Background: an optimization exercise with open tools, aiming at small area, a short achievable clock period and few clock cycles. Do not read the settings as production practice. Function was checked by simulation only, so behaviour that the tests miss may differ from the original. Power is estimated from default activity; no workload was simulated.

south:
Design LASER, start of the top module:
module LASER (
	input CLK,
	input RST,
	input [3:0] X,
	input [3:0] Y,
	output reg [3:0] C1X,
	output reg [3:0] C1Y,
	output reg [3:0] C2X,
	output reg [3:0] C2Y,
	output reg DONE
);
make LEC_CHECK=0 ABC_AREA=1 CAP_MARGIN=20 CORE_MARGIN=2 CORE_UTILIZATION=35 SETUP_SLACK_MARGIN=5 SLEW_MARGIN=20 finish   # period 9.0 ns
run.sh (not shown) runs the stock make flow with config.mk's settings and CLKGATE_MAP_FILE= SYNTH_SCRIPT=/design/flow/synth_recipe.tcl, a recipe that flattens the netlist after the stock synthesis.
Testbench counts of south, summed over its fixed seeds: cycles 19,951.
Here is what was changed in the inputs of middle compared with south.
--- a/flow/design.v
+++ b/flow/design.v
@@ -200,17 +200,17 @@
 wire upd = VE && GE7({1'b0, RMAXE}, {1'b0, Max_Cover});
 wire [3:0] nX = upd ? RPOSE : Max_X;
 wire [3:0] nY = upd ? YE : Max_Y;
 wire nterm = (S ? ({nY, nX} == {C2Y, C2X}) : ({nY, nX} == {C1Y, C1X})) || (&ITER);
 wire guess_at = (State == ST_ROWS) && (ROW == 4'd15);
 wire last_merge = (State == ST_SROWS) && (CNT == 6'd2);
 wire check_at = (State == ST_SROWS) && (CNT == 6'd3);
 wire miss = check_at && ({Max_Y, Max_X} != {SPY, SPX});
-assign yN = (guess_at | miss) ? Max_Y :
+assign yN = guess_at ? nY : miss ? Max_Y :
             ((State == ST_ROWS) || (State == ST_SROWS)) ? ROW + 4'd1 : 4'd0;
 wire [15:0] full;
 generate
 for (gx = 0; gx < 16; gx = gx + 1) begin : g_full
 	assign full[gx] = (COVC[gx] == 6'd40);
 end
 endgenerate
 wire early = VC & ~SPC & (|full);
@@ -269,17 +269,17 @@
 				State <= ST_ROWS;
 				ROW <= 0;
 			end
 		end
 		ST_ROWS: begin
 			ROW <= ROW + 1;
 			if (ROW == 4'd15) begin
 				State <= ST_SREFR;
-				{SPY, SPX} <= {Max_Y, Max_X};
+				{SPY, SPX} <= {nY, nX};
 			end
 		end
 		ST_SREFR: begin
 			CNT <= 0;
 			ROW <= 0;
 			State <= ST_SROWS;
 		end
 		ST_SROWS: begin
- [compare] base=south new=middle: average via count per standard cell about even, fraction of power consumed by combinational cells about even, area taken by flip-flops and latches about even, final worst slack fell 0.12 ns, arithmetic-cell share of the synthesized area counting full adders, half adders and majority gates about even.
- Delta (middle minus south): cell count after synthesis level, clock power moved up.
- middle and south ended up with nearly the same multi-input combinational area share.
- Status: sequential share of layout area parity (south, middle)
Testbench counts of middle, summed over its fixed seeds: cycles 19,761.

* * *

Another version of the RTL of LASER (not shown whole).
Size in the first run: about 11000 cells after synthesis, roughly 1000 flip-flops, ~79000 sq um of cells after synthesis.
make LEC_CHECK=0 ABC_AREA=1 CAP_MARGIN=20 CORE_MARGIN=2 CORE_UTILIZATION=35 SETUP_SLACK_MARGIN=5 SLEW_MARGIN=20 finish   # period 9.0 ns
Testbench counts at the start, summed over its fixed seeds: cycles 19,488.
Change:
--- a/flow/design.v
+++ b/flow/design.v
@@ -20,15 +20,14 @@
 reg [5:0] Max_Cover;
 reg [3:0] Max_X, Max_Y;
 reg TERM;
 reg [159:0] PX, PY;
 reg [39:0]  PF;               
 wire refresh = (State == ST_REFR) || (State == ST_SREFR);
 wire [3:0] FXSEL = (State == ST_SREFR) ? SPX : Max_X;
-wire [15:0] FXOH = 16'd1 << FXSEL;        
 wire [39:0] M [0:15];
 wire [39:0] FT;               
 reg  [159:0] CLS;             
 wire [3:0] yN;                
 wire [159:0] PYN = {PY[155:0], (State == ST_LOAD) ? Y : PY[159:156]};
 function TT(input [15:0] t, input integer k);
 	TT = (k < 0) ? 1'b0 : (k > 15) ? 1'b1 : t[k];
@@ -65,15 +64,15 @@
 	wire [15:0] raw;
 	for (gx = 0; gx < 16; gx = gx + 1) begin : g_x
 		assign raw[gx] =
 			(r4 & TT(t, gx+4) & ~TT(t, gx-5)) | (r3 & TT(t, gx+3) & ~TT(t, gx-4)) |
 			(r2 & TT(t, gx+2) & ~TT(t, gx-3)) | (r0 & TT(t, gx) & ~TT(t, gx-1));
 		assign M[gx][gi] = PF[gi] | raw[gx];
 	end
-	assign FT[gi] = |(raw & FXOH);
+	assign FT[gi] = raw[FXSEL];
 end
 endgenerate
 reg [5:0] COVC [0:15];
 generate
 for (gx = 0; gx < 16; gx = gx + 1) begin : g_pc
 	wire [5:0] c;
 	LASER_pc40 u_pc (.clk(CLK), .b(M[gx]), .s(c));
After rerunning: The new run passed the timing, design-rule and antenna checks. Synthesized area rose by 2.8%. Via count came out lower by 0.71%. Cell area rose by 1.2%. Utilization decreases by 0.73 points. Global-route usage is lower by 4.5 points. Routed wire length fell by 12%. Flip-flop and latch count stays the same. Die area rose by 2.7%.
Testbench counts after the change, summed over its fixed seeds: cycles 19,488.

* * *

old:
LASER with an RTL version that a note above also has.
Size: roughly 11,000 cells after synthesis, about 1,000 flip-flops, about 27 I/O pins.
Settings: LEC_CHECK=0, ABC_AREA=1, CAP_MARGIN=20, CORE_MARGIN=2, CORE_UTILIZATION=35, CTS_BUF_LIST=sky130_fd_sc_hd__clkbuf_8, SETUP_SLACK_MARGIN=5, SLEW_MARGIN=20; clock period 9.0 ns.
Testbench counts of old, summed over its fixed seeds: cycles 19,488.
Input changes introduced in new (baseline for comparison: old):
--- a/flow/design.v
+++ b/flow/design.v
@@ -19,16 +19,17 @@
 reg S;                        
 reg [5:0] Max_Cover;
 reg [3:0] Max_X, Max_Y;
 reg TERM;
 reg [159:0] PX, PY;
 reg [39:0]  PF;               
 wire refresh = (State == ST_REFR) || (State == ST_SREFR);
 wire [3:0] FXSEL = (State == ST_SREFR) ? SPX : Max_X;
+wire [15:0] FXOH = 16'd1 << FXSEL;        
 wire [39:0] M [0:15];
 wire [39:0] FT;               
 reg  [159:0] CLS;             
 wire [3:0] yN;                
 wire [159:0] PYN = {PY[155:0], (State == ST_LOAD) ? Y : PY[159:156]};
 function TT(input [15:0] t, input integer k);
 	TT = (k < 0) ? 1'b0 : (k > 15) ? 1'b1 : t[k];
 endfunction
@@ -63,17 +64,17 @@
 	end
 	wire [15:0] raw;
 	for (gx = 0; gx < 16; gx = gx + 1) begin : g_x
 		assign raw[gx] =
 			(r4 & TT(t, gx+4) & ~TT(t, gx-5)) | (r3 & TT(t, gx+3) & ~TT(t, gx-4)) |
 			(r2 & TT(t, gx+2) & ~TT(t, gx-3)) | (r0 & TT(t, gx) & ~TT(t, gx-1));
 		assign M[gx][gi] = PF[gi] | raw[gx];
 	end
-	assign FT[gi] = raw[FXSEL];
+	assign FT[gi] = |(raw & FXOH);
 end
 endgenerate
 reg [5:0] COVC [0:15];
 generate
 for (gx = 0; gx < 16; gx = gx + 1) begin : g_pc
 	wire [5:0] c;
 	LASER_pc40 u_pc (.clk(CLK), .b(M[gx]), .s(c));
 	always @(posedge CLK) begin
--- outcome ---
- Compared with old, new shows a lower synthesized cell count.
- Compared with old, new shows a higher synthesized area per cell.
- Non-clock buffering overhead in the final layout delta (new -> old): insignificant
- Cmp new vs old: fraction of area in multi-input gates lower in new
- Compared with old, in new number of antenna violations at the first check in global routing grew by 55%; total routing resource utilization after global routing grew by 4.4 points.
- [new vs old] count of inserted tapcells: lower in new
- Total power, new vs old: down slightly
- Hold slack, new and old, lower one = new.
- Sequential share of layout area, new and old: lower on old
- old -> new: sequential cell area flat
Testbench counts of new, summed over its fixed seeds: cycles 19,488.

-- port drivers added, routing unchanged --
In the flow no input, the clock included, has a driving cell. The finished layouts below were timed again as built, in two steps.
Step 1: set_driving_cell puts a clkbuf_16 on CLK and a buf_2 on each other input, an assumption about the parent block.
Step 2, shift: input delay + t, output delay - t, t = (earliest + latest rising clock arrival at the registers) / 2. This alone moves slack from input paths to output paths.
Three values: no drivers, after step 1, after step 2; two values: the first two.
run | shift t [ns] | slack for setup (ns) | hold slack, ns | worst setup path after step 2 | worst data-port slew with drivers (ns)
south | 0.905 | 5.035 / 5.035 / 4.677 | 0.326 / 0.326 / 0.326 | input to register | 0.04
middle | 0.892 | 4.916 / 4.916 / 4.683 | 0.324 / 0.324 / 0.324 | input to register | 0.04
the first run of note 2 | 0.913 | 5.003 / 5.003 / 4.637 | 0.322 / 0.322 / 0.322 | input to register | 0.11
the second run of note 2 | 0.893 | 5.124 / 5.108 / 4.336 | 0.326 / 0.326 / 0.326 | input to register | 0.05
old | 1.078 | 5.102 / 5.005 / 4.213 | 0.328 / 0.328 / 0.328 | input to register | 0.05
new | 1.085 | 4.965 / 4.965 / 4.672 | 0.324 / 0.324 / 0.324 | input to register | 0.11
After both steps every run listed still meets setup and hold. For old, which loses most, drivers alone change the setup slack by -0.097 ns; drivers and shift together by -0.889 ns.
